This is an optimization exercise on Yosys and OpenROAD, whose aim is small area, a short achievable clock period and few clock cycles, not a production implementation.
Function was checked by simulation only, so behaviour that the tests miss may differ from the original.

==> flow/design.v, too long to show whole: its modules and the start of the top module <==
// module Milestone1: 905 lines
module Milestone1(
		input logic CLOCK_50,                    
		input  logic		Resetn,						 
		input logic start,
		output logic finish,
		input logic [15:0] SRAM_read_data,
		output logic [17:0] SRAM_address,
		output logic [15:0] SRAM_write_data,
		output logic SRAM_we_n
);
  // ...
==> flow/run.sh <==
#!/bin/bash
# synth_recipe.tcl (not shown) runs the flow's synth.tcl, then flattens the netlist and writes it again
# the make line also repeats each setting of config.mk as NAME=value (left out here)
make -C /OpenROAD-flow-scripts/flow DESIGN_CONFIG=/design/flow/config.mk WORK_HOME=/design/flow/orfs CLKGATE_MAP_FILE= SYNTH_SCRIPT=/design/flow/synth_recipe.tcl finish
==> flow/config.mk <==
export PLATFORM = sky130hd
export DESIGN_NAME = Milestone1
export DESIGN_NICKNAME = Milestone1
export VERILOG_FILES = /design/flow/design.v
export SDC_FILE = /design/flow/constraint.sdc
export NUM_CORES = 4
export LEC_CHECK = 0
export CAP_MARGIN = 20
export CORE_MARGIN = 2
export CORE_UTILIZATION = 40
export SLEW_MARGIN = 20
==> flow/constraint.sdc <==
create_clock -name core_clock -period 11.5 [get_ports {CLOCK_50}]
set_input_delay 2.3000 -clock core_clock [delete_from_list [all_inputs] [get_ports {CLOCK_50}]]
set_output_delay 2.3000 -clock core_clock [all_outputs]
set_load 0.01 [all_outputs]
==> run_results.csv, run 1 <==
group,metric,value,unit
synth,ys_ff_latch,618,
floorplanning,io_pins,55,
clock_tree,cts.repair.resized,0,
run_status,outcome,"timing/DRC/antenna clean",
layout,multi_input_area,0.0480,mm^2
timing,fmax,91.0,MHz
drt,wl_met2,97600,um
critical_path,cp-end-kind,"register",
timing,setup_tns,0,ps
critical_path,crit_path_max_fanout,39,
critical_path,r2r_cells,43,
timing,layout_setup_ws,513,ps
floorplanning,dieArea,0.174,mm^2
placed_design,place_ws,268,ps
clock_tree,cts_hold_buf,0,
floorplanning,tapCellCount,2218,
synth,synthArstFlopShare,100,%
synth,yosysSeqAreaShare,22.7,%
clock_tree,cts.sinks,618,
clock_tree,post_cts_buffers,0,
placed_design,dp_hpwl,166000,um
critical_path,critPathTopFamily,"adder cells",
drt,met3_length,13000,um
synth,syn_inst,7927,
global_routing,gr-total-overflow,0,
drt,drc,0,
synth,netlist_area,0.0683,mm^2
clock_tree,clockBufferDepth,3,
Testbench counts, summed over its fixed seeds: cycles 940,800.
==> inputs of run 2 (changes only) <==
==> flow/design.v (replaced) <==
`timescale 1ns/100ps
`default_nettype none
module Milestone1(
		input  logic        CLOCK_50,
		input  logic        Resetn,
		input  logic        start,
		output logic        finish,
		input  logic [15:0] SRAM_read_data,
		output logic [17:0] SRAM_address,
		output logic [15:0] SRAM_write_data,
		output logic        SRAM_we_n
);
localparam logic [2:0] S_IDLE = 3'd0, S_PRO = 3'd1, S_RUN = 3'd2, S_DONE = 3'd3;
logic [2:0]  state;
logic [3:0]  ph;         
logic [6:0]  kcol;       
logic [15:0] ya;         
logic [15:0] ua;         
logic [16:0] rgb;        
logic [7:0]  wu [0:5];
logic [7:0]  wv [0:5];
logic [7:0]  pu, pv;     
logic [15:0] yw;         
logic [9:0]  uo, vo;     
logic [7:0]  bbuf;       
logic        fir_v;
logic [7:0]  f0, f1, f2, f3, f4, f5;
logic [8:0]  fp1, fp2, fp3;
logic [17:0] fsum;
logic [9:0]  fout;
always_comb begin
	if (fir_v) begin
		f0 = wv[0]; f1 = wv[1]; f2 = wv[2]; f3 = wv[3]; f4 = wv[4]; f5 = wv[5];
	end else begin
		f0 = wu[0]; f1 = wu[1]; f2 = wu[2]; f3 = wu[3]; f4 = wu[4]; f5 = wu[5];
	end
	fp1 = {1'b0, f2} + {1'b0, f3};
	fp2 = {1'b0, f1} + {1'b0, f4};
	fp3 = {1'b0, f0} + {1'b0, f5};
	fp1n = ~fp1; fp2n = ~fp2; fp3n = ~fp3;
	fout = fsum[17:8];
end
logic f_1, f_2, f_3, f_4, f_5, f_6, f_7, f_8;
logic f_9, f_10, f_11, f_12, f_13, f_14, f_15, f_16;
logic f_17, f_18, f_19, f_20, f_21, f_22, f_23, f_24;
logic f_25, f_26, f_27, f_28, f_29, f_30, f_31, f_32;
logic f_33, f_34, f_35, f_36, f_37, f_38, f_39, f_40;
logic f_41, f_42, f_43, f_44, f_45, f_46, f_47, f_48;
logic f_49, f_50, f_51, f_52, f_53, f_54, f_55, f_56;
logic f_57, f_58, f_59, f_60, f_61, f_62, f_63, f_64;
logic f_65, f_66, f_67, f_68, f_69, f_70, f_71, f_72;
logic f_73, f_74, f_75, f_76, f_77, f_78, f_79, f_80;
logic f_81, f_82, f_83, f_84, f_85, f_86, f_87, f_88;
logic f_89, f_90, f_91, f_92, f_93, f_94, f_95, f_96;
logic f_97, f_98, f_99, f_100, f_101, f_102, f_103, f_104;
logic f_105, f_106, f_107, f_108, f_109, f_110, f_111, f_112;
logic f_113, f_114, f_115, f_116, f_117, f_118, f_119, f_120;
logic f_121, f_122, f_123, f_124, f_125, f_126, f_127, f_128;
logic f_129, f_130, f_131, f_132, f_133, f_134, f_135, f_136;
logic f_137, f_138, f_139, f_140, f_141, f_142;
m1_ha u_f_1 (.a(fp1n[7]), .b(fp1[2]), .s(f_1), .co(f_2));
m1_ha u_f_3 (.a(fp1n[8]), .b(fp1[3]), .s(f_3), .co(f_4));
m1_ha u_f_5 (.a(fp1n[5]), .b(fp1[0]), .s(f_5), .co(f_6));
m1_fa u_f_7 (.a(fp1n[6]), .b(fp1[1]), .c(fp2n[4]), .s(f_7), .co(f_8));
m1_fa u_f_9 (.a(fp2[2]), .b(fp2n[0]), .c(fp3[6]), .s(f_9), .co(f_10));
m1_fa u_f_11 (.a(f_1), .b(fp1[0]), .c(fp2n[5]), .s(f_11), .co(f_12));
m1_fa u_f_13 (.a(fp2[3]), .b(fp2n[1]), .c(fp3[7]), .s(f_13), .co(f_14));
m1_ha u_f_15 (.a(fp3[5]), .b(fp3[3]), .s(f_15), .co(f_16));
m1_fa u_f_17 (.a(f_2), .b(f_3), .c(fp1[1]), .s(f_17), .co(f_18));
m1_fa u_f_19 (.a(fp2n[6]), .b(fp2[4]), .c(fp2n[2]), .s(f_19), .co(f_20));
m1_fa u_f_21 (.a(fp3[8]), .b(fp3[6]), .c(fp3[4]), .s(f_21), .co(f_22));
m1_fa u_f_23 (.a(f_4), .b(fp1[4]), .c(fp1[2]), .s(f_23), .co(f_24));
m1_fa u_f_25 (.a(fp2n[7]), .b(fp2[5]), .c(fp2n[3]), .s(f_25), .co(f_26));
assign f_27 = ~(fp3[7] ^ fp3[5]);
assign f_28 = fp3[7] | fp3[5];
m1_fa u_f_29 (.a(fp1[5]), .b(fp1[3]), .c(fp2n[8]), .s(f_29), .co(f_30));
m1_fa u_f_31 (.a(fp2[6]), .b(fp2n[4]), .c(fp3[8]), .s(f_31), .co(f_32));
assign f_33 = ~fp3[6];
assign f_34 = fp3[6];
m1_fa u_f_35 (.a(fp1[6]), .b(fp1[4]), .c(fp2[7]), .s(f_35), .co(f_36));
m1_ha u_f_37 (.a(fp1[7]), .b(fp1[5]), .s(f_37), .co(f_38));
m1_ha u_f_39 (.a(fp1n[2]), .b(fp2n[0]), .s(f_39), .co(f_40));
m1_ha u_f_41 (.a(fp1n[3]), .b(fp2n[1]), .s(f_41), .co(f_42));
m1_fa u_f_43 (.a(fp1n[4]), .b(fp2n[2]), .c(fp2[0]), .s(f_43), .co(f_44));
m1_ha u_f_45 (.a(fp3[4]), .b(fp3[2]), .s(f_45), .co(f_46));
m1_fa u_f_47 (.a(f_5), .b(fp2n[3]), .c(fp2[1]), .s(f_47), .co(f_48));
m1_fa u_f_49 (.a(fp3[5]), .b(fp3[3]), .c(fp3[1]), .s(f_49), .co(f_50));
m1_fa u_f_51 (.a(f_6), .b(f_7), .c(f_9), .s(f_51), .co(f_52));
assign f_53 = ~(fp3[4] ^ fp3[2]);
assign f_54 = fp3[4] | fp3[2];
m1_fa u_f_55 (.a(f_8), .b(f_10), .c(f_11), .s(f_55), .co(f_56));
assign f_57 = ~(f_13 ^ f_15);
assign f_58 = f_13 | f_15;
m1_fa u_f_59 (.a(f_12), .b(f_14), .c(f_16), .s(f_59), .co(f_60));
m1_fa u_f_61 (.a(f_17), .b(f_19), .c(f_21), .s(f_61), .co(f_62));
m1_fa u_f_63 (.a(f_18), .b(f_20), .c(f_22), .s(f_63), .co(f_64));
m1_fa u_f_65 (.a(f_23), .b(f_25), .c(f_27), .s(f_65), .co(f_66));
m1_fa u_f_67 (.a(f_24), .b(f_26), .c(f_28), .s(f_67), .co(f_68));
m1_fa u_f_69 (.a(f_29), .b(f_31), .c(f_33), .s(f_69), .co(f_70));
m1_fa u_f_71 (.a(f_30), .b(f_32), .c(f_34), .s(f_71), .co(f_72));
m1_fa u_f_73 (.a(f_35), .b(fp2n[5]), .c(fp3[7]), .s(f_73), .co(f_74));
m1_fa u_f_75 (.a(f_36), .b(f_37), .c(fp2[8]), .s(f_75), .co(f_76));
assign f_77 = ~(fp2n[6] ^ fp3[8]);
assign f_78 = fp2n[6] | fp3[8];
m1_fa u_f_79 (.a(f_38), .b(fp1[8]), .c(fp1[6]), .s(f_79), .co(f_80));
assign f_81 = ~fp2n[7];
assign f_82 = fp2n[7];
m1_ha u_f_83 (.a(fp1[7]), .b(fp2n[8]), .s(f_83), .co(f_84));
m1_ha u_f_85 (.a(f_39), .b(fp3[2]), .s(f_85), .co(f_86));
m1_fa u_f_87 (.a(f_40), .b(f_41), .c(fp3[3]), .s(f_87), .co(f_88));
m1_fa u_f_89 (.a(f_42), .b(f_43), .c(f_45), .s(f_89), .co(f_90));
m1_fa u_f_91 (.a(f_44), .b(f_46), .c(f_47), .s(f_91), .co(f_92));
m1_fa u_f_93 (.a(f_48), .b(f_50), .c(f_51), .s(f_93), .co(f_94));
m1_fa u_f_95 (.a(f_52), .b(f_54), .c(f_55), .s(f_95), .co(f_96));
m1_fa u_f_97 (.a(f_56), .b(f_58), .c(f_59), .s(f_97), .co(f_98));
m1_fa u_f_99 (.a(f_60), .b(f_62), .c(f_63), .s(f_99), .co(f_100));
m1_fa u_f_101 (.a(f_64), .b(f_66), .c(f_67), .s(f_101), .co(f_102));
m1_fa u_f_103 (.a(f_68), .b(f_70), .c(f_71), .s(f_103), .co(f_104));
m1_fa u_f_105 (.a(f_72), .b(f_74), .c(f_75), .s(f_105), .co(f_106));
m1_fa u_f_107 (.a(f_76), .b(f_78), .c(f_79), .s(f_107), .co(f_108));
m1_fa u_f_109 (.a(f_80), .b(f_82), .c(f_83), .s(f_109), .co(f_110));
m1_ha u_f_111 (.a(fp1n[0]), .b(fp3[0]), .s(f_111), .co(f_112));
m1_ha u_f_113 (.a(fp1n[1]), .b(fp3[1]), .s(f_113), .co(f_114));
assign f_115 = ~(f_85 ^ fp3[0]);
assign f_116 = f_85 | fp3[0];
m1_fa u_f_117 (.a(f_86), .b(f_87), .c(fp3[1]), .s(f_117), .co(f_118));
m1_fa u_f_119 (.a(f_88), .b(f_89), .c(fp3[0]), .s(f_119), .co(f_120));
m1_fa u_f_121 (.a(f_90), .b(f_91), .c(f_49), .s(f_121), .co(f_122));
m1_fa u_f_123 (.a(f_92), .b(f_93), .c(f_53), .s(f_123), .co(f_124));
m1_fa u_f_125 (.a(f_94), .b(f_95), .c(f_57), .s(f_125), .co(f_126));
m1_fa u_f_127 (.a(f_96), .b(f_97), .c(f_61), .s(f_127), .co(f_128));
m1_fa u_f_129 (.a(f_98), .b(f_99), .c(f_65), .s(f_129), .co(f_130));
m1_fa u_f_131 (.a(f_100), .b(f_101), .c(f_69), .s(f_131), .co(f_132));
m1_fa u_f_133 (.a(f_102), .b(f_103), .c(f_73), .s(f_133), .co(f_134));
m1_fa u_f_135 (.a(f_104), .b(f_105), .c(f_77), .s(f_135), .co(f_136));
m1_fa u_f_137 (.a(f_106), .b(f_107), .c(f_81), .s(f_137), .co(f_138));
assign f_139 = ~(f_108 ^ f_109);
assign f_140 = f_108 | f_109;
m1_fa u_f_141 (.a(f_110), .b(f_84), .c(fp1[8]), .s(f_141), .co(f_142));
assign fsum = {1'b1, f_142, f_140, f_138, f_136, f_134, f_132, f_130, f_128, f_126, f_124, f_122, f_120, f_118, f_116, f_114, f_112, f_111} + {1'b0, 1'b1, f_141, f_139, f_137, f_135, f_133, f_131, f_129, f_127, f_125, f_123, f_121, f_119, f_117, f_115, f_113, 1'b1};
logic        sel_hi, sel_odd;
logic [7:0]  py;
logic [9:0]  xu, xv, xun, xvn;
logic [7:0]  pyn;
logic [8:0]  fp1n, fp2n, fp3n;
logic [27:0] sr, sg, sb;
logic [7:0]  cr, cg, cb;
function automatic logic [7:0] clip(input logic [27:0] s);
	clip = s[27] ? 8'd0 : ((|s[26:24]) ? 8'd255 : s[23:16]);
endfunction
always_comb begin
	py = sel_hi ? yw[15:8] : yw[7:0];
	xu = sel_odd ? {~uo[9], uo[8:0]} : {2'b10, wu[2]};
	xv = sel_odd ? {~vo[9], vo[8:0]} : {2'b10, wv[2]};
	pyn = ~py; xun = ~xu; xvn = ~xv;
	cr = clip(sr);
	cg = clip(sg);
	cb = clip(sb);
end
logic csr_1, csr_2, csr_3, csr_4, csr_5, csr_6, csr_7, csr_8;
logic csr_9, csr_10, csr_11, csr_12, csr_13, csr_14, csr_15, csr_16;
logic csr_17, csr_18, csr_19, csr_20, csr_21, csr_22, csr_23, csr_24;
logic csr_25, csr_26, csr_27, csr_28, csr_29, csr_30, csr_31, csr_32;
logic csr_33, csr_34, csr_35, csr_36, csr_37, csr_38, csr_39, csr_40;
logic csr_41, csr_42, csr_43, csr_44, csr_45, csr_46, csr_47, csr_48;
logic csr_49, csr_50, csr_51, csr_52, csr_53, csr_54, csr_55, csr_56;
logic csr_57, csr_58, csr_59, csr_60, csr_61, csr_62, csr_63, csr_64;
logic csr_65, csr_66, csr_67, csr_68, csr_69, csr_70, csr_71, csr_72;
logic csr_73, csr_74, csr_75, csr_76, csr_77, csr_78, csr_79, csr_80;
logic csr_81, csr_82, csr_83, csr_84, csr_85, csr_86, csr_87, csr_88;
logic csr_89, csr_90, csr_91, csr_92, csr_93, csr_94, csr_95, csr_96;
logic csr_97, csr_98, csr_99, csr_100, csr_101, csr_102, csr_103, csr_104;
logic csr_105, csr_106, csr_107, csr_108, csr_109, csr_110, csr_111, csr_112;
logic csr_113, csr_114, csr_115, csr_116, csr_117, csr_118, csr_119, csr_120;
logic csr_121, csr_122, csr_123, csr_124, csr_125, csr_126, csr_127, csr_128;
logic csr_129, csr_130, csr_131, csr_132, csr_133, csr_134, csr_135, csr_136;
logic csr_137, csr_138, csr_139, csr_140, csr_141, csr_142, csr_143, csr_144;
logic csr_145, csr_146, csr_147, csr_148, csr_149, csr_150, csr_151, csr_152;
logic csr_153, csr_154, csr_155, csr_156, csr_157, csr_158, csr_159, csr_160;
logic csr_161, csr_162, csr_163, csr_164, csr_165, csr_166, csr_167, csr_168;
logic csr_169, csr_170, csr_171, csr_172, csr_173, csr_174, csr_175, csr_176;
logic csr_177, csr_178, csr_179, csr_180, csr_181, csr_182, csg_1, csg_2;
logic csg_3, csg_4, csg_5, csg_6, csg_7, csg_8, csg_9, csg_10;
logic csg_11, csg_12, csg_13, csg_14, csg_15, csg_16, csg_17, csg_18;
logic csg_19, csg_20, csg_21, csg_22, csg_23, csg_24, csg_25, csg_26;
logic csg_27, csg_28, csg_29, csg_30, csg_31, csg_32, csg_33, csg_34;
logic csg_35, csg_36, csg_37, csg_38, csg_39, csg_40, csg_41, csg_42;
logic csg_43, csg_44, csg_45, csg_46, csg_47, csg_48, csg_49, csg_50;
logic csg_51, csg_52, csg_53, csg_54, csg_55, csg_56, csg_57, csg_58;
logic csg_59, csg_60, csg_61, csg_62, csg_63, csg_64, csg_65, csg_66;
logic csg_67, csg_68, csg_69, csg_70, csg_71, csg_72, csg_73, csg_74;
logic csg_75, csg_76, csg_77, csg_78, csg_79, csg_80, csg_81, csg_82;
logic csg_83, csg_84, csg_85, csg_86, csg_87, csg_88, csg_89, csg_90;
logic csg_91, csg_92, csg_93, csg_94, csg_95, csg_96, csg_97, csg_98;
logic csg_99, csg_100, csg_101, csg_102, csg_103, csg_104, csg_105, csg_106;
logic csg_107, csg_108, csg_109, csg_110, csg_111, csg_112, csg_113, csg_114;
logic csg_115, csg_116, csg_117, csg_118, csg_119, csg_120, csg_121, csg_122;
logic csg_123, csg_124, csg_125, csg_126, csg_127, csg_128, csg_129, csg_130;
logic csg_131, csg_132, csg_133, csg_134, csg_135, csg_136, csg_137, csg_138;
logic csg_139, csg_140, csg_141, csg_142, csg_143, csg_144, csg_145, csg_146;
logic csg_147, csg_148, csg_149, csg_150, csg_151, csg_152, csg_153, csg_154;
logic csg_155, csg_156, csg_157, csg_158, csg_159, csg_160, csg_161, csg_162;
logic csg_163, csg_164, csg_165, csg_166, csg_167, csg_168, csg_169, csg_170;
logic csg_171, csg_172, csg_173, csg_174, csg_175, csg_176, csg_177, csg_178;
logic csg_179, csg_180, csg_181, csg_182, csg_183, csg_184, csg_185, csg_186;
logic csg_187, csg_188, csg_189, csg_190, csg_191, csg_192, csg_193, csg_194;
logic csg_195, csg_196, csg_197, csg_198, csg_199, csg_200, csg_201, csg_202;
logic csg_203, csg_204, csg_205, csg_206, csg_207, csg_208, csg_209, csg_210;
logic csg_211, csg_212, csg_213, csg_214, csg_215, csg_216, csg_217, csg_218;
logic csg_219, csg_220, csg_221, csg_222, csg_223, csg_224, csg_225, csg_226;
logic csb_1, csb_2, csb_3, csb_4, csb_5, csb_6, csb_7, csb_8;
logic csb_9, csb_10, csb_11, csb_12, csb_13, csb_14, csb_15, csb_16;
logic csb_17, csb_18, csb_19, csb_20, csb_21, csb_22, csb_23, csb_24;
logic csb_25, csb_26, csb_27, csb_28, csb_29, csb_30, csb_31, csb_32;
logic csb_33, csb_34, csb_35, csb_36, csb_37, csb_38, csb_39, csb_40;
logic csb_41, csb_42, csb_43, csb_44, csb_45, csb_46, csb_47, csb_48;
logic csb_49, csb_50, csb_51, csb_52, csb_53, csb_54, csb_55, csb_56;
logic csb_57, csb_58, csb_59, csb_60, csb_61, csb_62, csb_63, csb_64;
logic csb_65, csb_66, csb_67, csb_68, csb_69, csb_70, csb_71, csb_72;
logic csb_73, csb_74, csb_75, csb_76, csb_77, csb_78, csb_79, csb_80;
logic csb_81, csb_82, csb_83, csb_84, csb_85, csb_86, csb_87, csb_88;
logic csb_89, csb_90, csb_91, csb_92, csb_93, csb_94, csb_95, csb_96;
logic csb_97, csb_98, csb_99, csb_100, csb_101, csb_102, csb_103, csb_104;
logic csb_105, csb_106, csb_107, csb_108, csb_109, csb_110, csb_111, csb_112;
logic csb_113, csb_114, csb_115, csb_116, csb_117, csb_118, csb_119, csb_120;
logic csb_121, csb_122, csb_123, csb_124, csb_125, csb_126, csb_127, csb_128;
logic csb_129, csb_130, csb_131, csb_132, csb_133, csb_134, csb_135, csb_136;
logic csb_137, csb_138, csb_139, csb_140, csb_141, csb_142, csb_143, csb_144;
logic csb_145, csb_146, csb_147, csb_148;
m1_fa u_csr_1 (.a(py[4]), .b(py[2]), .c(py[0]), .s(csr_1), .co(csr_2));
m1_fa u_csr_3 (.a(py[5]), .b(py[3]), .c(py[1]), .s(csr_3), .co(csr_4));
m1_fa u_csr_5 (.a(py[6]), .b(py[4]), .c(py[2]), .s(csr_5), .co(csr_6));
m1_fa u_csr_7 (.a(py[7]), .b(py[5]), .c(py[3]), .s(csr_7), .co(csr_8));
m1_ha u_csr_9 (.a(py[0]), .b(xv[9]), .s(csr_9), .co(csr_10));
m1_fa u_csr_11 (.a(py[6]), .b(py[4]), .c(py[1]), .s(csr_11), .co(csr_12));
m1_ha u_csr_13 (.a(xvn[6]), .b(xv[4]), .s(csr_13), .co(csr_14));
m1_fa u_csr_15 (.a(py[7]), .b(py[5]), .c(py[2]), .s(csr_15), .co(csr_16));
m1_ha u_csr_17 (.a(xvn[7]), .b(xv[5]), .s(csr_17), .co(csr_18));
m1_fa u_csr_19 (.a(py[6]), .b(py[3]), .c(xvn[8]), .s(csr_19), .co(csr_20));
m1_fa u_csr_21 (.a(py[7]), .b(py[4]), .c(xvn[9]), .s(csr_21), .co(csr_22));
m1_ha u_csr_23 (.a(pyn[4]), .b(xvn[6]), .s(csr_23), .co(csr_24));
m1_fa u_csr_25 (.a(pyn[5]), .b(xvn[7]), .c(xv[5]), .s(csr_25), .co(csr_26));
m1_ha u_csr_27 (.a(xv[3]), .b(xv[0]), .s(csr_27), .co(csr_28));
m1_fa u_csr_29 (.a(pyn[6]), .b(xvn[8]), .c(xv[6]), .s(csr_29), .co(csr_30));
m1_ha u_csr_31 (.a(xv[4]), .b(xv[1]), .s(csr_31), .co(csr_32));
m1_fa u_csr_33 (.a(pyn[7]), .b(py[0]), .c(xvn[9]), .s(csr_33), .co(csr_34));
m1_fa u_csr_35 (.a(xv[7]), .b(xv[5]), .c(xv[2]), .s(csr_35), .co(csr_36));
m1_fa u_csr_37 (.a(py[1]), .b(xv[8]), .c(xv[6]), .s(csr_37), .co(csr_38));
m1_fa u_csr_39 (.a(py[2]), .b(py[0]), .c(xv[9]), .s(csr_39), .co(csr_40));
m1_ha u_csr_41 (.a(xv[7]), .b(xv[4]), .s(csr_41), .co(csr_42));
m1_fa u_csr_43 (.a(py[3]), .b(py[1]), .c(xv[8]), .s(csr_43), .co(csr_44));
assign csr_45 = ~(xv[5] ^ xvn[1]);
assign csr_46 = xv[5] | xvn[1];
m1_fa u_csr_47 (.a(csr_1), .b(xv[9]), .c(xv[6]), .s(csr_47), .co(csr_48));
assign csr_49 = ~(xvn[2] ^ xv[0]);
assign csr_50 = xvn[2] | xv[0];
m1_fa u_csr_51 (.a(csr_2), .b(csr_3), .c(xv[7]), .s(csr_51), .co(csr_52));
assign csr_53 = ~(xvn[3] ^ xv[1]);
assign csr_54 = xvn[3] | xv[1];
m1_fa u_csr_55 (.a(csr_4), .b(csr_5), .c(xv[8]), .s(csr_55), .co(csr_56));
m1_fa u_csr_57 (.a(xvn[4]), .b(xv[2]), .c(xvn[0]), .s(csr_57), .co(csr_58));
m1_fa u_csr_59 (.a(csr_6), .b(csr_7), .c(csr_9), .s(csr_59), .co(csr_60));
m1_fa u_csr_61 (.a(xvn[5]), .b(xv[3]), .c(xvn[1]), .s(csr_61), .co(csr_62));
m1_fa u_csr_63 (.a(csr_8), .b(csr_10), .c(csr_11), .s(csr_63), .co(csr_64));
m1_fa u_csr_65 (.a(csr_13), .b(xvn[2]), .c(xv[0]), .s(csr_65), .co(csr_66));
m1_fa u_csr_67 (.a(csr_12), .b(csr_14), .c(csr_15), .s(csr_67), .co(csr_68));
m1_fa u_csr_69 (.a(csr_17), .b(xvn[3]), .c(xv[1]), .s(csr_69), .co(csr_70));
m1_fa u_csr_71 (.a(csr_16), .b(csr_18), .c(csr_19), .s(csr_71), .co(csr_72));
m1_fa u_csr_73 (.a(xv[6]), .b(xvn[4]), .c(xv[2]), .s(csr_73), .co(csr_74));
m1_fa u_csr_75 (.a(csr_20), .b(csr_21), .c(xv[7]), .s(csr_75), .co(csr_76));
assign csr_77 = ~(xvn[5] ^ xv[3]);
assign csr_78 = xvn[5] | xv[3];
m1_fa u_csr_79 (.a(csr_22), .b(py[5]), .c(xv[8]), .s(csr_79), .co(csr_80));
m1_ha u_csr_81 (.a(xvn[6]), .b(xv[4]), .s(csr_81), .co(csr_82));
m1_fa u_csr_83 (.a(py[6]), .b(xv[9]), .c(xvn[7]), .s(csr_83), .co(csr_84));
assign csr_85 = ~xv[5];
assign csr_86 = xv[5];
m1_fa u_csr_87 (.a(py[7]), .b(xvn[8]), .c(xv[6]), .s(csr_87), .co(csr_88));
m1_ha u_csr_89 (.a(pyn[0]), .b(xvn[2]), .s(csr_89), .co(csr_90));
m1_ha u_csr_91 (.a(pyn[1]), .b(xvn[3]), .s(csr_91), .co(csr_92));
m1_fa u_csr_93 (.a(pyn[2]), .b(xvn[4]), .c(xv[2]), .s(csr_93), .co(csr_94));
m1_fa u_csr_95 (.a(pyn[3]), .b(xvn[5]), .c(xv[3]), .s(csr_95), .co(csr_96));
m1_fa u_csr_97 (.a(csr_23), .b(xv[4]), .c(xv[2]), .s(csr_97), .co(csr_98));
m1_fa u_csr_99 (.a(csr_24), .b(csr_25), .c(csr_27), .s(csr_99), .co(csr_100));
m1_fa u_csr_101 (.a(csr_26), .b(csr_28), .c(csr_29), .s(csr_101), .co(csr_102));
m1_fa u_csr_103 (.a(csr_30), .b(csr_32), .c(csr_33), .s(csr_103), .co(csr_104));
m1_fa u_csr_105 (.a(csr_34), .b(csr_36), .c(csr_37), .s(csr_105), .co(csr_106));
m1_fa u_csr_107 (.a(csr_38), .b(csr_39), .c(csr_41), .s(csr_107), .co(csr_108));
m1_fa u_csr_109 (.a(csr_40), .b(csr_42), .c(csr_43), .s(csr_109), .co(csr_110));
m1_fa u_csr_111 (.a(csr_44), .b(csr_46), .c(csr_47), .s(csr_111), .co(csr_112));
m1_fa u_csr_113 (.a(csr_48), .b(csr_50), .c(csr_51), .s(csr_113), .co(csr_114));
m1_fa u_csr_115 (.a(csr_52), .b(csr_54), .c(csr_55), .s(csr_115), .co(csr_116));
m1_fa u_csr_117 (.a(csr_56), .b(csr_58), .c(csr_59), .s(csr_117), .co(csr_118));
m1_fa u_csr_119 (.a(csr_60), .b(csr_62), .c(csr_63), .s(csr_119), .co(csr_120));
m1_fa u_csr_121 (.a(csr_64), .b(csr_66), .c(csr_67), .s(csr_121), .co(csr_122));
m1_fa u_csr_123 (.a(csr_68), .b(csr_70), .c(csr_71), .s(csr_123), .co(csr_124));
m1_fa u_csr_125 (.a(csr_72), .b(csr_74), .c(csr_75), .s(csr_125), .co(csr_126));
m1_fa u_csr_127 (.a(csr_76), .b(csr_78), .c(csr_79), .s(csr_127), .co(csr_128));
m1_fa u_csr_129 (.a(csr_80), .b(csr_82), .c(csr_83), .s(csr_129), .co(csr_130));
m1_fa u_csr_131 (.a(csr_84), .b(csr_86), .c(csr_87), .s(csr_131), .co(csr_132));
m1_fa u_csr_133 (.a(csr_88), .b(xvn[9]), .c(xv[7]), .s(csr_133), .co(csr_134));
m1_ha u_csr_135 (.a(csr_89), .b(xv[0]), .s(csr_135), .co(csr_136));
m1_fa u_csr_137 (.a(csr_90), .b(csr_91), .c(xv[1]), .s(csr_137), .co(csr_138));
m1_fa u_csr_139 (.a(csr_92), .b(csr_93), .c(xv[0]), .s(csr_139), .co(csr_140));
m1_fa u_csr_141 (.a(csr_94), .b(csr_95), .c(xv[1]), .s(csr_141), .co(csr_142));
assign csr_143 = ~(csr_96 ^ csr_97);
assign csr_144 = csr_96 | csr_97;
assign csr_145 = ~(csr_98 ^ csr_99);
assign csr_146 = csr_98 | csr_99;
m1_fa u_csr_147 (.a(csr_100), .b(csr_101), .c(csr_31), .s(csr_147), .co(csr_148));
m1_fa u_csr_149 (.a(csr_102), .b(csr_103), .c(csr_35), .s(csr_149), .co(csr_150));
m1_fa u_csr_151 (.a(csr_104), .b(csr_105), .c(xv[3]), .s(csr_151), .co(csr_152));
m1_fa u_csr_153 (.a(csr_106), .b(csr_107), .c(xvn[0]), .s(csr_153), .co(csr_154));
m1_fa u_csr_155 (.a(csr_108), .b(csr_109), .c(csr_45), .s(csr_155), .co(csr_156));
m1_fa u_csr_157 (.a(csr_110), .b(csr_111), .c(csr_49), .s(csr_157), .co(csr_158));
m1_fa u_csr_159 (.a(csr_112), .b(csr_113), .c(csr_53), .s(csr_159), .co(csr_160));
m1_fa u_csr_161 (.a(csr_114), .b(csr_115), .c(csr_57), .s(csr_161), .co(csr_162));
m1_fa u_csr_163 (.a(csr_116), .b(csr_117), .c(csr_61), .s(csr_163), .co(csr_164));
m1_fa u_csr_165 (.a(csr_118), .b(csr_119), .c(csr_65), .s(csr_165), .co(csr_166));
m1_fa u_csr_167 (.a(csr_120), .b(csr_121), .c(csr_69), .s(csr_167), .co(csr_168));
m1_fa u_csr_169 (.a(csr_122), .b(csr_123), .c(csr_73), .s(csr_169), .co(csr_170));
m1_fa u_csr_171 (.a(csr_124), .b(csr_125), .c(csr_77), .s(csr_171), .co(csr_172));
m1_fa u_csr_173 (.a(csr_126), .b(csr_127), .c(csr_81), .s(csr_173), .co(csr_174));
m1_fa u_csr_175 (.a(csr_128), .b(csr_129), .c(csr_85), .s(csr_175), .co(csr_176));
assign csr_177 = ~(csr_130 ^ csr_131);
assign csr_178 = csr_130 | csr_131;
assign csr_179 = ~(csr_132 ^ csr_133);
assign csr_180 = csr_132 | csr_133;
m1_ha u_csr_181 (.a(csr_134), .b(xv[8]), .s(csr_181), .co(csr_182));
assign sr = {1'b1, csr_182, csr_180, csr_178, csr_176, csr_174, csr_172, csr_170, csr_168, csr_166, csr_164, csr_162, csr_160, csr_158, csr_156, csr_154, csr_152, csr_150, csr_148, csr_146, csr_144, csr_142, csr_140, csr_138, csr_136, csr_135, xvn[1], xvn[0]} + {1'b0, xv[9], csr_181, csr_179, csr_177, csr_175, csr_173, csr_171, csr_169, csr_167, csr_165, csr_163, csr_161, csr_159, csr_157, csr_155, csr_153, csr_151, csr_149, csr_147, csr_145, csr_143, csr_141, csr_139, csr_137, 1'b1, 1'b0, 1'b1};
m1_ha u_csg_1 (.a(py[5]), .b(py[3]), .s(csg_1), .co(csg_2));
m1_ha u_csg_3 (.a(py[7]), .b(py[5]), .s(csg_3), .co(csg_4));
m1_ha u_csg_5 (.a(py[6]), .b(py[4]), .s(csg_5), .co(csg_6));
m1_ha u_csg_7 (.a(py[7]), .b(py[5]), .s(csg_7), .co(csg_8));
m1_ha u_csg_9 (.a(pyn[7]), .b(py[0]), .s(csg_9), .co(csg_10));
m1_ha u_csg_11 (.a(py[2]), .b(py[0]), .s(csg_11), .co(csg_12));
m1_fa u_csg_13 (.a(py[3]), .b(py[1]), .c(xu[9]), .s(csg_13), .co(csg_14));
m1_ha u_csg_15 (.a(xun[7]), .b(xun[2]), .s(csg_15), .co(csg_16));
m1_fa u_csg_17 (.a(py[4]), .b(py[2]), .c(py[0]), .s(csg_17), .co(csg_18));
m1_fa u_csg_19 (.a(xun[8]), .b(xun[3]), .c(xu[0]), .s(csg_19), .co(csg_20));
m1_ha u_csg_21 (.a(xvn[8]), .b(xvn[1]), .s(csg_21), .co(csg_22));
m1_fa u_csg_23 (.a(csg_1), .b(py[1]), .c(xun[9]), .s(csg_23), .co(csg_24));
m1_fa u_csg_25 (.a(xun[4]), .b(xu[1]), .c(xvn[9]), .s(csg_25), .co(csg_26));
assign csg_27 = ~(xvn[2] ^ xv[0]);
assign csg_28 = xvn[2] | xv[0];
m1_fa u_csg_29 (.a(csg_2), .b(py[6]), .c(py[4]), .s(csg_29), .co(csg_30));
m1_fa u_csg_31 (.a(py[2]), .b(xun[5]), .c(xu[2]), .s(csg_31), .co(csg_32));
m1_fa u_csg_33 (.a(xun[0]), .b(xvn[3]), .c(xv[1]), .s(csg_33), .co(csg_34));
m1_fa u_csg_35 (.a(csg_3), .b(py[3]), .c(py[0]), .s(csg_35), .co(csg_36));
m1_fa u_csg_37 (.a(xun[6]), .b(xu[3]), .c(xun[1]), .s(csg_37), .co(csg_38));
m1_fa u_csg_39 (.a(xvn[4]), .b(xv[2]), .c(xvn[0]), .s(csg_39), .co(csg_40));
m1_fa u_csg_41 (.a(csg_4), .b(csg_5), .c(py[1]), .s(csg_41), .co(csg_42));
m1_fa u_csg_43 (.a(xun[7]), .b(xu[4]), .c(xun[2]), .s(csg_43), .co(csg_44));
m1_fa u_csg_45 (.a(xvn[5]), .b(xv[3]), .c(xvn[1]), .s(csg_45), .co(csg_46));
m1_fa u_csg_47 (.a(csg_6), .b(csg_7), .c(py[2]), .s(csg_47), .co(csg_48));
m1_fa u_csg_49 (.a(xun[8]), .b(xu[5]), .c(xun[3]), .s(csg_49), .co(csg_50));
m1_fa u_csg_51 (.a(xvn[6]), .b(xv[4]), .c(xvn[2]), .s(csg_51), .co(csg_52));
m1_fa u_csg_53 (.a(csg_8), .b(py[6]), .c(py[3]), .s(csg_53), .co(csg_54));
m1_fa u_csg_55 (.a(xun[9]), .b(xu[6]), .c(xun[4]), .s(csg_55), .co(csg_56));
m1_fa u_csg_57 (.a(xvn[7]), .b(xv[5]), .c(xvn[3]), .s(csg_57), .co(csg_58));
m1_fa u_csg_59 (.a(py[7]), .b(py[4]), .c(xu[7]), .s(csg_59), .co(csg_60));
m1_fa u_csg_61 (.a(xun[5]), .b(xvn[8]), .c(xv[6]), .s(csg_61), .co(csg_62));
m1_fa u_csg_63 (.a(py[5]), .b(xu[8]), .c(xun[6]), .s(csg_63), .co(csg_64));
m1_ha u_csg_65 (.a(xvn[9]), .b(xv[7]), .s(csg_65), .co(csg_66));
m1_ha u_csg_67 (.a(py[6]), .b(xu[9]), .s(csg_67), .co(csg_68));
m1_ha u_csg_69 (.a(pyn[3]), .b(xu[2]), .s(csg_69), .co(csg_70));
m1_fa u_csg_71 (.a(pyn[4]), .b(xu[3]), .c(xun[1]), .s(csg_71), .co(csg_72));
m1_fa u_csg_73 (.a(pyn[5]), .b(xu[4]), .c(xun[2]), .s(csg_73), .co(csg_74));
m1_fa u_csg_75 (.a(pyn[6]), .b(xu[5]), .c(xun[3]), .s(csg_75), .co(csg_76));
m1_ha u_csg_77 (.a(xvn[8]), .b(xvn[3]), .s(csg_77), .co(csg_78));
m1_fa u_csg_79 (.a(csg_9), .b(xu[6]), .c(xun[4]), .s(csg_79), .co(csg_80));
assign csg_81 = ~(xvn[9] ^ xvn[4]);
assign csg_82 = xvn[9] | xvn[4];
m1_fa u_csg_83 (.a(csg_10), .b(py[1]), .c(xu[7]), .s(csg_83), .co(csg_84));
m1_fa u_csg_85 (.a(xun[5]), .b(xun[0]), .c(xvn[5]), .s(csg_85), .co(csg_86));
m1_fa u_csg_87 (.a(csg_11), .b(xu[8]), .c(xun[6]), .s(csg_87), .co(csg_88));
assign csg_89 = ~(xun[1] ^ xvn[6]);
assign csg_90 = xun[1] | xvn[6];
m1_fa u_csg_91 (.a(csg_12), .b(csg_13), .c(csg_15), .s(csg_91), .co(csg_92));
assign csg_93 = ~(xvn[7] ^ xvn[0]);
assign csg_94 = xvn[7] | xvn[0];
m1_fa u_csg_95 (.a(csg_14), .b(csg_16), .c(csg_17), .s(csg_95), .co(csg_96));
assign csg_97 = ~(csg_19 ^ csg_21);
assign csg_98 = csg_19 | csg_21;
m1_fa u_csg_99 (.a(csg_18), .b(csg_20), .c(csg_22), .s(csg_99), .co(csg_100));
m1_fa u_csg_101 (.a(csg_23), .b(csg_25), .c(csg_27), .s(csg_101), .co(csg_102));
m1_fa u_csg_103 (.a(csg_24), .b(csg_26), .c(csg_28), .s(csg_103), .co(csg_104));
m1_fa u_csg_105 (.a(csg_29), .b(csg_31), .c(csg_33), .s(csg_105), .co(csg_106));
m1_fa u_csg_107 (.a(csg_30), .b(csg_32), .c(csg_34), .s(csg_107), .co(csg_108));
m1_fa u_csg_109 (.a(csg_35), .b(csg_37), .c(csg_39), .s(csg_109), .co(csg_110));
m1_fa u_csg_111 (.a(csg_36), .b(csg_38), .c(csg_40), .s(csg_111), .co(csg_112));
m1_fa u_csg_113 (.a(csg_41), .b(csg_43), .c(csg_45), .s(csg_113), .co(csg_114));
m1_fa u_csg_115 (.a(csg_42), .b(csg_44), .c(csg_46), .s(csg_115), .co(csg_116));
m1_fa u_csg_117 (.a(csg_47), .b(csg_49), .c(csg_51), .s(csg_117), .co(csg_118));
m1_fa u_csg_119 (.a(csg_48), .b(csg_50), .c(csg_52), .s(csg_119), .co(csg_120));
m1_fa u_csg_121 (.a(csg_53), .b(csg_55), .c(csg_57), .s(csg_121), .co(csg_122));
m1_fa u_csg_123 (.a(csg_54), .b(csg_56), .c(csg_58), .s(csg_123), .co(csg_124));
m1_fa u_csg_125 (.a(csg_59), .b(csg_61), .c(xvn[4]), .s(csg_125), .co(csg_126));
m1_fa u_csg_127 (.a(csg_60), .b(csg_62), .c(csg_63), .s(csg_127), .co(csg_128));
assign csg_129 = ~(csg_65 ^ xvn[5]);
assign csg_130 = csg_65 | xvn[5];
m1_fa u_csg_131 (.a(csg_64), .b(csg_66), .c(csg_67), .s(csg_131), .co(csg_132));
m1_fa u_csg_133 (.a(xun[7]), .b(xv[8]), .c(xvn[6]), .s(csg_133), .co(csg_134));
m1_fa u_csg_135 (.a(csg_68), .b(py[7]), .c(xun[8]), .s(csg_135), .co(csg_136));
assign csg_137 = ~(xv[9] ^ xvn[7]);
assign csg_138 = xv[9] | xvn[7];
m1_ha u_csg_139 (.a(csg_69), .b(xun[0]), .s(csg_139), .co(csg_140));
m1_fa u_csg_141 (.a(csg_70), .b(csg_71), .c(xvn[6]), .s(csg_141), .co(csg_142));
m1_fa u_csg_143 (.a(csg_72), .b(csg_73), .c(xvn[7]), .s(csg_143), .co(csg_144));
m1_fa u_csg_145 (.a(csg_74), .b(csg_75), .c(csg_77), .s(csg_145), .co(csg_146));
m1_fa u_csg_147 (.a(csg_76), .b(csg_78), .c(csg_79), .s(csg_147), .co(csg_148));
m1_fa u_csg_149 (.a(csg_80), .b(csg_82), .c(csg_83), .s(csg_149), .co(csg_150));
m1_fa u_csg_151 (.a(csg_84), .b(csg_86), .c(csg_87), .s(csg_151), .co(csg_152));
m1_fa u_csg_153 (.a(csg_88), .b(csg_90), .c(csg_91), .s(csg_153), .co(csg_154));
m1_fa u_csg_155 (.a(csg_92), .b(csg_94), .c(csg_95), .s(csg_155), .co(csg_156));
m1_fa u_csg_157 (.a(csg_96), .b(csg_98), .c(csg_99), .s(csg_157), .co(csg_158));
m1_fa u_csg_159 (.a(csg_100), .b(csg_102), .c(csg_103), .s(csg_159), .co(csg_160));
m1_fa u_csg_161 (.a(csg_104), .b(csg_106), .c(csg_107), .s(csg_161), .co(csg_162));
m1_fa u_csg_163 (.a(csg_108), .b(csg_110), .c(csg_111), .s(csg_163), .co(csg_164));
m1_fa u_csg_165 (.a(csg_112), .b(csg_114), .c(csg_115), .s(csg_165), .co(csg_166));
m1_fa u_csg_167 (.a(csg_116), .b(csg_118), .c(csg_119), .s(csg_167), .co(csg_168));
m1_fa u_csg_169 (.a(csg_120), .b(csg_122), .c(csg_123), .s(csg_169), .co(csg_170));
m1_fa u_csg_171 (.a(csg_124), .b(csg_126), .c(csg_127), .s(csg_171), .co(csg_172));
m1_fa u_csg_173 (.a(csg_128), .b(csg_130), .c(csg_131), .s(csg_173), .co(csg_174));
m1_fa u_csg_175 (.a(csg_132), .b(csg_134), .c(csg_135), .s(csg_175), .co(csg_176));
m1_fa u_csg_177 (.a(csg_136), .b(csg_138), .c(xun[9]), .s(csg_177), .co(csg_178));
m1_ha u_csg_179 (.a(pyn[0]), .b(xvn[2]), .s(csg_179), .co(csg_180));
m1_fa u_csg_181 (.a(pyn[1]), .b(xu[0]), .c(xvn[3]), .s(csg_181), .co(csg_182));
m1_fa u_csg_183 (.a(pyn[2]), .b(xu[1]), .c(xvn[4]), .s(csg_183), .co(csg_184));
m1_fa u_csg_185 (.a(csg_139), .b(xvn[5]), .c(xvn[0]), .s(csg_185), .co(csg_186));
m1_fa u_csg_187 (.a(csg_140), .b(csg_141), .c(xvn[1]), .s(csg_187), .co(csg_188));
m1_fa u_csg_189 (.a(csg_142), .b(csg_143), .c(xvn[2]), .s(csg_189), .co(csg_190));
assign csg_191 = ~(csg_144 ^ csg_145);
assign csg_192 = csg_144 | csg_145;
m1_fa u_csg_193 (.a(csg_146), .b(csg_147), .c(csg_81), .s(csg_193), .co(csg_194));
m1_fa u_csg_195 (.a(csg_148), .b(csg_149), .c(csg_85), .s(csg_195), .co(csg_196));
m1_fa u_csg_197 (.a(csg_150), .b(csg_151), .c(csg_89), .s(csg_197), .co(csg_198));
m1_fa u_csg_199 (.a(csg_152), .b(csg_153), .c(csg_93), .s(csg_199), .co(csg_200));
m1_fa u_csg_201 (.a(csg_154), .b(csg_155), .c(csg_97), .s(csg_201), .co(csg_202));
m1_fa u_csg_203 (.a(csg_156), .b(csg_157), .c(csg_101), .s(csg_203), .co(csg_204));
m1_fa u_csg_205 (.a(csg_158), .b(csg_159), .c(csg_105), .s(csg_205), .co(csg_206));
m1_fa u_csg_207 (.a(csg_160), .b(csg_161), .c(csg_109), .s(csg_207), .co(csg_208));
m1_fa u_csg_209 (.a(csg_162), .b(csg_163), .c(csg_113), .s(csg_209), .co(csg_210));
m1_fa u_csg_211 (.a(csg_164), .b(csg_165), .c(csg_117), .s(csg_211), .co(csg_212));
m1_fa u_csg_213 (.a(csg_166), .b(csg_167), .c(csg_121), .s(csg_213), .co(csg_214));
m1_fa u_csg_215 (.a(csg_168), .b(csg_169), .c(csg_125), .s(csg_215), .co(csg_216));
m1_fa u_csg_217 (.a(csg_170), .b(csg_171), .c(csg_129), .s(csg_217), .co(csg_218));
m1_fa u_csg_219 (.a(csg_172), .b(csg_173), .c(csg_133), .s(csg_219), .co(csg_220));
m1_fa u_csg_221 (.a(csg_174), .b(csg_175), .c(csg_137), .s(csg_221), .co(csg_222));
m1_fa u_csg_223 (.a(csg_176), .b(csg_177), .c(xvn[8]), .s(csg_223), .co(csg_224));
m1_ha u_csg_225 (.a(csg_178), .b(xvn[9]), .s(csg_225), .co(csg_226));
assign sg = {1'b1, csg_226, csg_224, csg_222, csg_220, csg_218, csg_216, csg_214, csg_212, csg_210, csg_208, csg_206, csg_204, csg_202, csg_200, csg_198, csg_196, csg_194, csg_192, csg_190, csg_188, csg_186, csg_184, csg_182, csg_180, csg_179, xvn[1], xvn[0]} + {1'b0, 1'b1, csg_225, csg_223, csg_221, csg_219, csg_217, csg_215, csg_213, csg_211, csg_209, csg_207, csg_205, csg_203, csg_201, csg_199, csg_197, csg_195, csg_193, csg_191, csg_189, csg_187, csg_185, csg_183, csg_181, 1'b1, 1'b0, 1'b1};
m1_ha u_csb_1 (.a(py[5]), .b(py[3]), .s(csb_1), .co(csb_2));
m1_ha u_csb_3 (.a(py[6]), .b(py[4]), .s(csb_3), .co(csb_4));
m1_fa u_csb_5 (.a(py[7]), .b(py[5]), .c(py[3]), .s(csb_5), .co(csb_6));
m1_ha u_csb_7 (.a(pyn[4]), .b(xun[6]), .s(csb_7), .co(csb_8));
m1_fa u_csb_9 (.a(pyn[5]), .b(xun[7]), .c(xun[5]), .s(csb_9), .co(csb_10));
m1_ha u_csb_11 (.a(xu[2]), .b(xu[0]), .s(csb_11), .co(csb_12));
m1_fa u_csb_13 (.a(pyn[6]), .b(xun[8]), .c(xun[6]), .s(csb_13), .co(csb_14));
m1_ha u_csb_15 (.a(xu[3]), .b(xu[1]), .s(csb_15), .co(csb_16));
m1_fa u_csb_17 (.a(pyn[7]), .b(py[0]), .c(xun[9]), .s(csb_17), .co(csb_18));
m1_fa u_csb_19 (.a(xun[7]), .b(xu[4]), .c(xu[2]), .s(csb_19), .co(csb_20));
m1_fa u_csb_21 (.a(py[1]), .b(xun[8]), .c(xu[5]), .s(csb_21), .co(csb_22));
assign csb_23 = ~(xu[3] ^ xu[0]);
assign csb_24 = xu[3] | xu[0];
m1_fa u_csb_25 (.a(py[2]), .b(py[0]), .c(xun[9]), .s(csb_25), .co(csb_26));
m1_fa u_csb_27 (.a(xu[6]), .b(xu[4]), .c(xu[1]), .s(csb_27), .co(csb_28));
m1_fa u_csb_29 (.a(py[3]), .b(py[1]), .c(xu[7]), .s(csb_29), .co(csb_30));
m1_ha u_csb_31 (.a(xu[5]), .b(xu[2]), .s(csb_31), .co(csb_32));
m1_fa u_csb_33 (.a(py[4]), .b(py[2]), .c(py[0]), .s(csb_33), .co(csb_34));
m1_fa u_csb_35 (.a(xu[8]), .b(xu[6]), .c(xu[3]), .s(csb_35), .co(csb_36));
m1_fa u_csb_37 (.a(csb_1), .b(py[1]), .c(xu[9]), .s(csb_37), .co(csb_38));
assign csb_39 = ~(xu[7] ^ xu[4]);
assign csb_40 = xu[7] | xu[4];
m1_fa u_csb_41 (.a(csb_2), .b(csb_3), .c(py[2]), .s(csb_41), .co(csb_42));
assign csb_43 = ~(xu[8] ^ xu[5]);
assign csb_44 = xu[8] | xu[5];
m1_fa u_csb_45 (.a(csb_4), .b(csb_5), .c(py[0]), .s(csb_45), .co(csb_46));
assign csb_47 = ~(xu[9] ^ xu[6]);
assign csb_48 = xu[9] | xu[6];
m1_fa u_csb_49 (.a(csb_6), .b(py[6]), .c(py[4]), .s(csb_49), .co(csb_50));
m1_fa u_csb_51 (.a(py[1]), .b(xu[7]), .c(xu[0]), .s(csb_51), .co(csb_52));
m1_fa u_csb_53 (.a(py[7]), .b(py[5]), .c(py[2]), .s(csb_53), .co(csb_54));
m1_ha u_csb_55 (.a(xu[8]), .b(xu[1]), .s(csb_55), .co(csb_56));
m1_fa u_csb_57 (.a(py[6]), .b(py[3]), .c(xu[9]), .s(csb_57), .co(csb_58));
m1_ha u_csb_59 (.a(pyn[1]), .b(xun[3]), .s(csb_59), .co(csb_60));
m1_ha u_csb_61 (.a(pyn[2]), .b(xun[4]), .s(csb_61), .co(csb_62));
m1_fa u_csb_63 (.a(pyn[3]), .b(xun[5]), .c(xun[3]), .s(csb_63), .co(csb_64));
m1_fa u_csb_65 (.a(csb_7), .b(xun[4]), .c(xu[1]), .s(csb_65), .co(csb_66));
m1_fa u_csb_67 (.a(csb_8), .b(csb_9), .c(csb_11), .s(csb_67), .co(csb_68));
m1_fa u_csb_69 (.a(csb_10), .b(csb_12), .c(csb_13), .s(csb_69), .co(csb_70));
m1_fa u_csb_71 (.a(csb_14), .b(csb_16), .c(csb_17), .s(csb_71), .co(csb_72));
m1_fa u_csb_73 (.a(csb_18), .b(csb_20), .c(csb_21), .s(csb_73), .co(csb_74));
m1_fa u_csb_75 (.a(csb_22), .b(csb_24), .c(csb_25), .s(csb_75), .co(csb_76));
m1_fa u_csb_77 (.a(csb_26), .b(csb_28), .c(csb_29), .s(csb_77), .co(csb_78));
m1_fa u_csb_79 (.a(csb_30), .b(csb_32), .c(csb_33), .s(csb_79), .co(csb_80));
m1_fa u_csb_81 (.a(csb_34), .b(csb_36), .c(csb_37), .s(csb_81), .co(csb_82));
m1_fa u_csb_83 (.a(csb_38), .b(csb_40), .c(csb_41), .s(csb_83), .co(csb_84));
m1_fa u_csb_85 (.a(csb_42), .b(csb_44), .c(csb_45), .s(csb_85), .co(csb_86));
m1_fa u_csb_87 (.a(csb_46), .b(csb_48), .c(csb_49), .s(csb_87), .co(csb_88));
m1_fa u_csb_89 (.a(csb_50), .b(csb_52), .c(csb_53), .s(csb_89), .co(csb_90));
m1_fa u_csb_91 (.a(csb_54), .b(csb_56), .c(csb_57), .s(csb_91), .co(csb_92));
m1_fa u_csb_93 (.a(csb_58), .b(py[7]), .c(py[4]), .s(csb_93), .co(csb_94));
m1_ha u_csb_95 (.a(py[5]), .b(xu[4]), .s(csb_95), .co(csb_96));
m1_ha u_csb_97 (.a(py[6]), .b(xu[5]), .s(csb_97), .co(csb_98));
m1_ha u_csb_99 (.a(py[7]), .b(xu[6]), .s(csb_99), .co(csb_100));
m1_ha u_csb_101 (.a(pyn[0]), .b(xun[2]), .s(csb_101), .co(csb_102));
assign csb_103 = ~(csb_59 ^ xun[1]);
assign csb_104 = csb_59 | xun[1];
m1_fa u_csb_105 (.a(csb_60), .b(csb_61), .c(xun[2]), .s(csb_105), .co(csb_106));
m1_fa u_csb_107 (.a(csb_62), .b(csb_63), .c(xu[0]), .s(csb_107), .co(csb_108));
assign csb_109 = ~(csb_64 ^ csb_65);
assign csb_110 = csb_64 | csb_65;
assign csb_111 = ~(csb_66 ^ csb_67);
assign csb_112 = csb_66 | csb_67;
m1_fa u_csb_113 (.a(csb_68), .b(csb_69), .c(csb_15), .s(csb_113), .co(csb_114));
m1_fa u_csb_115 (.a(csb_70), .b(csb_71), .c(csb_19), .s(csb_115), .co(csb_116));
m1_fa u_csb_117 (.a(csb_72), .b(csb_73), .c(csb_23), .s(csb_117), .co(csb_118));
m1_fa u_csb_119 (.a(csb_74), .b(csb_75), .c(csb_27), .s(csb_119), .co(csb_120));
m1_fa u_csb_121 (.a(csb_76), .b(csb_77), .c(csb_31), .s(csb_121), .co(csb_122));
m1_fa u_csb_123 (.a(csb_78), .b(csb_79), .c(csb_35), .s(csb_123), .co(csb_124));
m1_fa u_csb_125 (.a(csb_80), .b(csb_81), .c(csb_39), .s(csb_125), .co(csb_126));
m1_fa u_csb_127 (.a(csb_82), .b(csb_83), .c(csb_43), .s(csb_127), .co(csb_128));
m1_fa u_csb_129 (.a(csb_84), .b(csb_85), .c(csb_47), .s(csb_129), .co(csb_130));
m1_fa u_csb_131 (.a(csb_86), .b(csb_87), .c(csb_51), .s(csb_131), .co(csb_132));
m1_fa u_csb_133 (.a(csb_88), .b(csb_89), .c(csb_55), .s(csb_133), .co(csb_134));
m1_fa u_csb_135 (.a(csb_90), .b(csb_91), .c(xu[2]), .s(csb_135), .co(csb_136));
m1_fa u_csb_137 (.a(csb_92), .b(csb_93), .c(xu[3]), .s(csb_137), .co(csb_138));
assign csb_139 = ~(csb_94 ^ csb_95);
assign csb_140 = csb_94 | csb_95;
assign csb_141 = ~(csb_96 ^ csb_97);
assign csb_142 = csb_96 | csb_97;
assign csb_143 = ~(csb_98 ^ csb_99);
assign csb_144 = csb_98 | csb_99;
m1_ha u_csb_145 (.a(csb_100), .b(xu[7]), .s(csb_145), .co(csb_146));
assign csb_147 = ~xu[8];
assign csb_148 = xu[8];
assign sb = {1'b1, csb_148, csb_146, csb_144, csb_142, csb_140, csb_138, csb_136, csb_134, csb_132, csb_130, csb_128, csb_126, csb_124, csb_122, csb_120, csb_118, csb_116, csb_114, csb_112, csb_110, csb_108, csb_106, csb_104, csb_102, csb_101, xun[1], xun[0]} + {1'b0, xu[9], csb_147, csb_145, csb_143, csb_141, csb_139, csb_137, csb_135, csb_133, csb_131, csb_129, csb_127, csb_125, csb_123, csb_121, csb_119, csb_117, csb_115, csb_113, csb_111, csb_109, csb_107, csb_105, csb_103, xun[0], 1'b0, 1'b1};
always_comb begin
	fir_v   = (ph == 4'd2) || (ph == 4'd5);
	sel_hi  = (ph == 4'd3) || (ph == 4'd6);
	sel_odd = !sel_hi;
end
wire edge_dup = (kcol >= 7'd78);
always_ff @(posedge CLOCK_50 or negedge Resetn) begin
	if (!Resetn) begin
		state     <= S_IDLE;
		ph        <= 4'd0;
		kcol      <= 7'd0;
		ya        <= 16'd0;
		ua        <= 16'd38400;
		rgb       <= 17'h03E00;
		finish    <= 1'b0;
		SRAM_we_n <= 1'b1;
	end else begin
		case (state)
		S_IDLE: begin
			if (start) begin
				state <= S_PRO;
				ph    <= 4'd0;
			end
		end
		S_PRO: begin
			ph <= ph + 4'd1;
			if (ph == 4'd0 || ph == 4'd4) ua <= ua + 16'd1;
			if (ph == 4'd5) begin
				ya    <= ya + 16'd1;
				state <= S_RUN;
				ph    <= 4'd0;
			end
		end
		S_RUN: begin
			ph <= (ph == 4'd9) ? 4'd0 : ph + 4'd1;
			if (ph == 4'd1 && !edge_dup) ua <= ua + 16'd1;
			if (ph == 4'd2 || (ph == 4'd9 && kcol != 7'd79)) ya <= ya + 16'd1;
			if (ph >= 4'd3 && ph <= 4'd8) begin
				SRAM_we_n <= 1'b0;
				rgb <= rgb + 17'd1;
			end else
				SRAM_we_n <= 1'b1;
			if (ph == 4'd9) begin
				if (kcol == 7'd79) begin
					kcol <= 7'd0;
					if (ya == 16'd38400) begin
						state  <= S_DONE;
						finish <= 1'b1;
					end else begin
						state <= S_PRO;
						ph    <= 4'd0;
					end
				end else
					kcol <= kcol + 7'd1;
			end
		end
		default: begin
			SRAM_we_n <= 1'b1;
		end
		endcase
	end
end
wire [16:0] va = {1'b0, ua} + 17'd19200;
always_ff @(posedge CLOCK_50) begin
	case (state)
	S_IDLE: SRAM_address <= {1'b0, va};
	S_PRO: begin
		case (ph)
			4'd0, 4'd4: SRAM_address <= {2'b00, ua};
			4'd3:       SRAM_address <= {1'b0, va};
			4'd5:       SRAM_address <= {2'b00, ya};
			default: ;
		endcase
	end
	S_RUN: begin
		case (ph)
			4'd0: SRAM_address <= {1'b0, va};
			4'd1: SRAM_address <= {2'b00, ua};
			4'd2: SRAM_address <= {2'b00, ya};
			4'd9: SRAM_address <= (kcol == 7'd79) ? {1'b0, va} : {2'b00, ya};
			default: SRAM_address <= {1'b1, rgb};
		endcase
	end
	default: ;
	endcase
end
logic u_load, u_dup, u_pend, v_load, v_dup, v_pend;
wire  first = (kcol == 7'd0);
always_comb begin
	v_load = (state == S_PRO && ph == 4'd2) || (state == S_RUN && ((first && ph == 4'd0) || (ph == 4'd3 && !edge_dup)));
	v_dup  = (state == S_PRO && (ph == 4'd3 || ph == 4'd4)) || (state == S_RUN && edge_dup && (ph == 4'd3 || ph == 4'd6));
	v_pend = (state == S_PRO && ph == 4'd5) || (state == S_RUN && ((first && ph == 4'd1) || (ph == 4'd6 && !edge_dup)));
	u_load = (state == S_PRO && ph == 4'd3) || (state == S_RUN && ((first && ph == 4'd1) || (ph == 4'd4 && !edge_dup)));
	u_dup  = (state == S_PRO && (ph == 4'd4 || ph == 4'd5)) || (state == S_RUN && edge_dup && (ph == 4'd4 || ph == 4'd6));
	u_pend = (state == S_RUN && ((first && (ph == 4'd0 || ph == 4'd2)) || (ph == 4'd6 && !edge_dup)));
end
always_ff @(posedge CLOCK_50) begin
	if (u_load || u_dup || u_pend) begin
		wu[0] <= wu[1]; wu[1] <= wu[2]; wu[2] <= wu[3]; wu[3] <= wu[4]; wu[4] <= wu[5];
		if (u_load) wu[5] <= SRAM_read_data[15:8];
		else if (u_pend) wu[5] <= pu;
	end
	if (u_load) pu <= SRAM_read_data[7:0];
	if (v_load || v_dup || v_pend) begin
		wv[0] <= wv[1]; wv[1] <= wv[2]; wv[2] <= wv[3]; wv[3] <= wv[4]; wv[4] <= wv[5];
		if (v_load) wv[5] <= SRAM_read_data[15:8];
		else if (v_pend) wv[5] <= pv;
	end
	if (v_load) pv <= SRAM_read_data[7:0];
	if (state == S_RUN && (ph == 4'd2 || ph == 4'd5))
		yw <= SRAM_read_data;
	if (state == S_RUN && (ph == 4'd2 || ph == 4'd5)) vo <= fout;
	if (state == S_RUN && (ph == 4'd3 || ph == 4'd6)) uo <= fout;
	if (state == S_RUN) begin
		case (ph)
			4'd3, 4'd6: begin SRAM_write_data <= {cr, cg}; bbuf <= cb; end
			4'd4, 4'd7: SRAM_write_data <= {bbuf, cr};
			4'd5, 4'd8: SRAM_write_data <= {cg, cb};
			default: ;
		endcase
	end
end
endmodule
module m1_fa(input logic a, input logic b, input logic c, output logic s, output logic co);
	assign {co, s} = {1'b0, a} + {1'b0, b} + {1'b0, c};
endmodule
module m1_ha(input logic a, input logic b, output logic s, output logic co);
	assign {co, s} = {1'b0, a} + {1'b0, b};
endmodule
--- a/flow/config.mk
+++ b/flow/config.mk
@@ -4,8 +4,10 @@
 export VERILOG_FILES = /design/flow/design.v
 export SDC_FILE = /design/flow/constraint.sdc
 export NUM_CORES = 4
 export LEC_CHECK = 0
 export CAP_MARGIN = 20
 export CORE_MARGIN = 2
 export CORE_UTILIZATION = 40
 export SLEW_MARGIN = 20
+export SYNTH_HIERARCHICAL = 1
+export SYNTH_MINIMUM_KEEP_SIZE = 0
==> run_results.csv, run 2 <==
group,metric,value,unit
synth,ys_ff_latch,254,
layout,final_cell_mix,"263 x fa_1, 209 x ha_1, 200 x inv_1",
floorplanning,core,0.0551,mm^2
placed_design,dp_hpwl,43900,um
layout,largestRegisters,"wu (48), wv (48), SRAM_address (18)",
synth,synth-xor-area-share,4.24,%
floorplanning,io_pins,55,
drt,postRouteAntennaNets,0,
drt,drtIter0Drc,1276,
drt,drc,0,
layout,fin_nets,2449,
clock_tree,cts.htree.levels,1,
global_routing,grt_pass1_vias,15500,
global_routing,grt_pass1_wl,88000,um
critical_path,crit_path_max_fanout,31,
layout,final_common_cell,"fa_1",
global_routing,antenna_found_initial,0,
drt,firstDrtPassIters,8,
synth,syn_area_per_cell,11.9,um^2
clock_tree,cts.repair.resized,0,
clock_tree,cts_root_buffer,"clkbuf_16",
hold_path,hp-class,"register to register",
critical_path,worstPathRequired,11790,ps
critical_path,critPathBufInv,3,
timing,finalHoldViolCount,0,
critical_path,cp-end-kind,"register",
timing,period_minus_slack,8360,ps
synth,ys_warn_count,9,
global_routing,grt_max_degree,65,
floorplanning,dieArea,0.0576,mm^2
layout,synthToLayoutAreaGrowth,11.1,%
placed_design,placed_area,0.0239,mm^2
clock_tree,cts-buffers-inserted,27,
critical_path,start_kind,"register",
layout,num_antenna_cells,0,
layout,final_area,0.0247,mm^2
timing,setup_viol,0,
synth,synth_cell_types,78,
synth,yosys.area_share.adder,35.4,%
global_routing,grt_use_total,19.7,%
layout,drive_above_1_share,9.50,%
critical_path,slowest_stage,"dfrtp_1",
clock_tree,cts_hold_buf,0,
synth,synthFlopType,"edfxtp_1",
timing,setup_tns,0,ps
drt,vias,14900,
clock_tree,clockBufferDepth,3,
synth,synth-edff-count,190,
timing,slew_violations,0,
synth,yosys.area_share.simple,8.38,%
placed_design,portBuffers,54,
synth,yosysSeqAreaShare,32.9,%
placed_design,gp_congestion,0.864,
timing,fin_skew,29.8,ps
synth,synth_compound_area_share,10.4,%
drt,wl,55300,um
synth,syn_inst,1879,
synth,yosys.area.top_type,"edfxtp_1",
clock_tree,path_clk_slew,60,ps
clock_tree,post_cts_buffers,0,
clock_tree,clk_latency,570,ps
floorplanning,initial_core_util,40.4,%
floorplanning,die_w,240,um
floorplanning,rows,86,
synth,synth_top_family_by_area,"adder cells",
timing,timing.final.crit_share,72.7,%
timing,max-slew-margin-rel,38.5,%
synth,netlist_area,0.0223,mm^2
global_routing,gr-total-overflow,0,
job,cap_violations,0,
clock_tree,cts.sinks,254,
synth,netlist.area_leader.share,25.6,%
critical_path,critPathTopFamily,"adder cells",
synth,synth_area_leaders,"edfxtp_1 26%, fa_1 24%, ha_1 12%, dfrtp_1 6.1%, inv_1 3.4%",
timing,tightest_slew,915,ps
critical_path,crit_top_cell,"fa_1",
run_status,outcome,"timing/DRC/antenna clean",
timing,fmax,120,MHz
drt,viasPerCell,5.45,
critical_path,worstPathArrival,8660,ps
drt,wl_per_cell,20.3,um
timing,rsz0062_at_grt,"false",
synth,postSynthNetCount,2370,
floorplanning,die_h,240,um
critical_path,path_class,"register to register",
synth,synthArstFlopShare,25.2,%
synth,yosys-top-cells-count,"263 x fa_1, 209 x ha_1, 200 x inv_1, 190 x edfxtp_1, 98 x nor2_1",
critical_path,max_stage_delay,810,ps
layout,final_util,44.9,%
synth,synth_mux_area_share,4.51,%
clock_tree,cts_tree,"yes",
synth,yosys.cell_count.top_type,"fa_1",
==> run 2: cell types whose count changed in the layout (fill, tap and decap cells not counted), sizes merged, moves of 294 or more <==
cell   previous run  this run
a21oi           412        76
dfrtp           600        54
fa              559       263
ha              513       209
inv             999       203
nand2           654        86
nor2            836        98
o21ai           426        67
xnor2           370        76
==> run 2: final timing paths <==
check | start | slack, ps | to | cells past startpoint
max in group asynchronous | Resetn | 9010 | rgb[15] | 2
min in group asynchronous | Resetn | 1920 | ua[13] | 2
hold reg to reg | wv[4][6] | 440 | wv[3][6] | 0
hold / removal | wv[4][6] | 440 | wv[3][6] | 0
setup reg to reg | ph[2] | 3140 | vo[8] | 27
setup / recovery | ph[2] | 3140 | vo[8] | 27
==> run 2: per-module statistics from Yosys (local to each module, per instance) <==
module      cells inside  flip-flops and latches  area [um^2]  times used
m1_ha                  1                       0         12.5          53
m1_fa                  1                       0         20.0         260
Milestone1          1566                     254        16400           1
==> run 2: through the flow <==
| stage | hold slack (ps) | setup slack (ps) | std cells |
|---|---|---|---|
| after global routing | 454 | 2600 | 2727 |
| after CTS | 443 | 3120 | 2727 |
| after floorplan | 420 | 3760 | 1879 |
| after global placement | 423 | 3240 | 2675 |
| after detailed placement | 427 | 3160 | 2677 |
| final | 444 | 3140 | 2727 |
==> run 2: worst register-to-register path, delay by kind of cell (launching register included) <==
family	cells	cell delay, ps
compound gates	8	1490
xor+xnor	2	620
fa+ha+maj	6	2480
buf+inv	3	690
flops	1	810
mux	1	410
simple gates	7	1570
==> run 2: per-layer routing <==
layer / vias to the layer above / routed length, um / GRT usage (%)
li1: 6868 / - / -
met1: 7529 / 25000 / 27.4
met2: 405 / 26600 / 32.9
met3: 61 / 2720 / 2.63
met4: 0 / 931 / 4.14
met5: - / 0 / 0
==> run 2: cell type report <==
cell class	instances	area (um^2)
clock buffers	33	708
inverters	200	751
multi-input cells	1383	14000
repair buffers	92	825
fillers	5129	30300
clock inverters	17	173
flip-flops and latches	254	7320
well taps	748	936
==> run 2: cell families after synthesis <==
family / Yosys count
compound gates: 331
xor+xnor: 107
fa+ha+maj: 472
buf+inv: 242
flops: 254
mux: 92
simple gates: 381
Testbench counts of run 2, summed over its fixed seeds: cycles 773,764.

-- static timing again, ports no longer ideal --
How much do the figures lean on ideal ports? The routed layouts below were timed once more, with nothing changed but the port constraints. Step 1 (the two cells are an assumption about what drives the block):
set clk [get_ports {CLOCK_50}]
set_driving_cell -lib_cell sky130_fd_sc_hd__clkbuf_16 $clk
set_driving_cell -lib_cell sky130_fd_sc_hd__buf_2 [delete_from_list [all_inputs] $clk]
Step 2 moves the port delays by t, midway between the first and last clock arrival at a register: inputs arrive t later, outputs are due t later. That takes back most of the time a late clock gives input paths. Three values: no drivers, after step 1, after step 2; two values: the first two.
| run | t (ns) | setup WS [ns] | clock arrival spread, ns | worst slew at a driven data input, ns |
|---|---|---|---|---|
| run 1 | 0.787 | 0.513 / 0.513 / 0.513 | 0.089 / 0.090 | 0.05 |
| run 2 | 0.608 | 3.139 / 3.139 / 3.139 | 0.030 / 0.030 | 0.04 |
After both steps setup and hold are still met in every run listed.
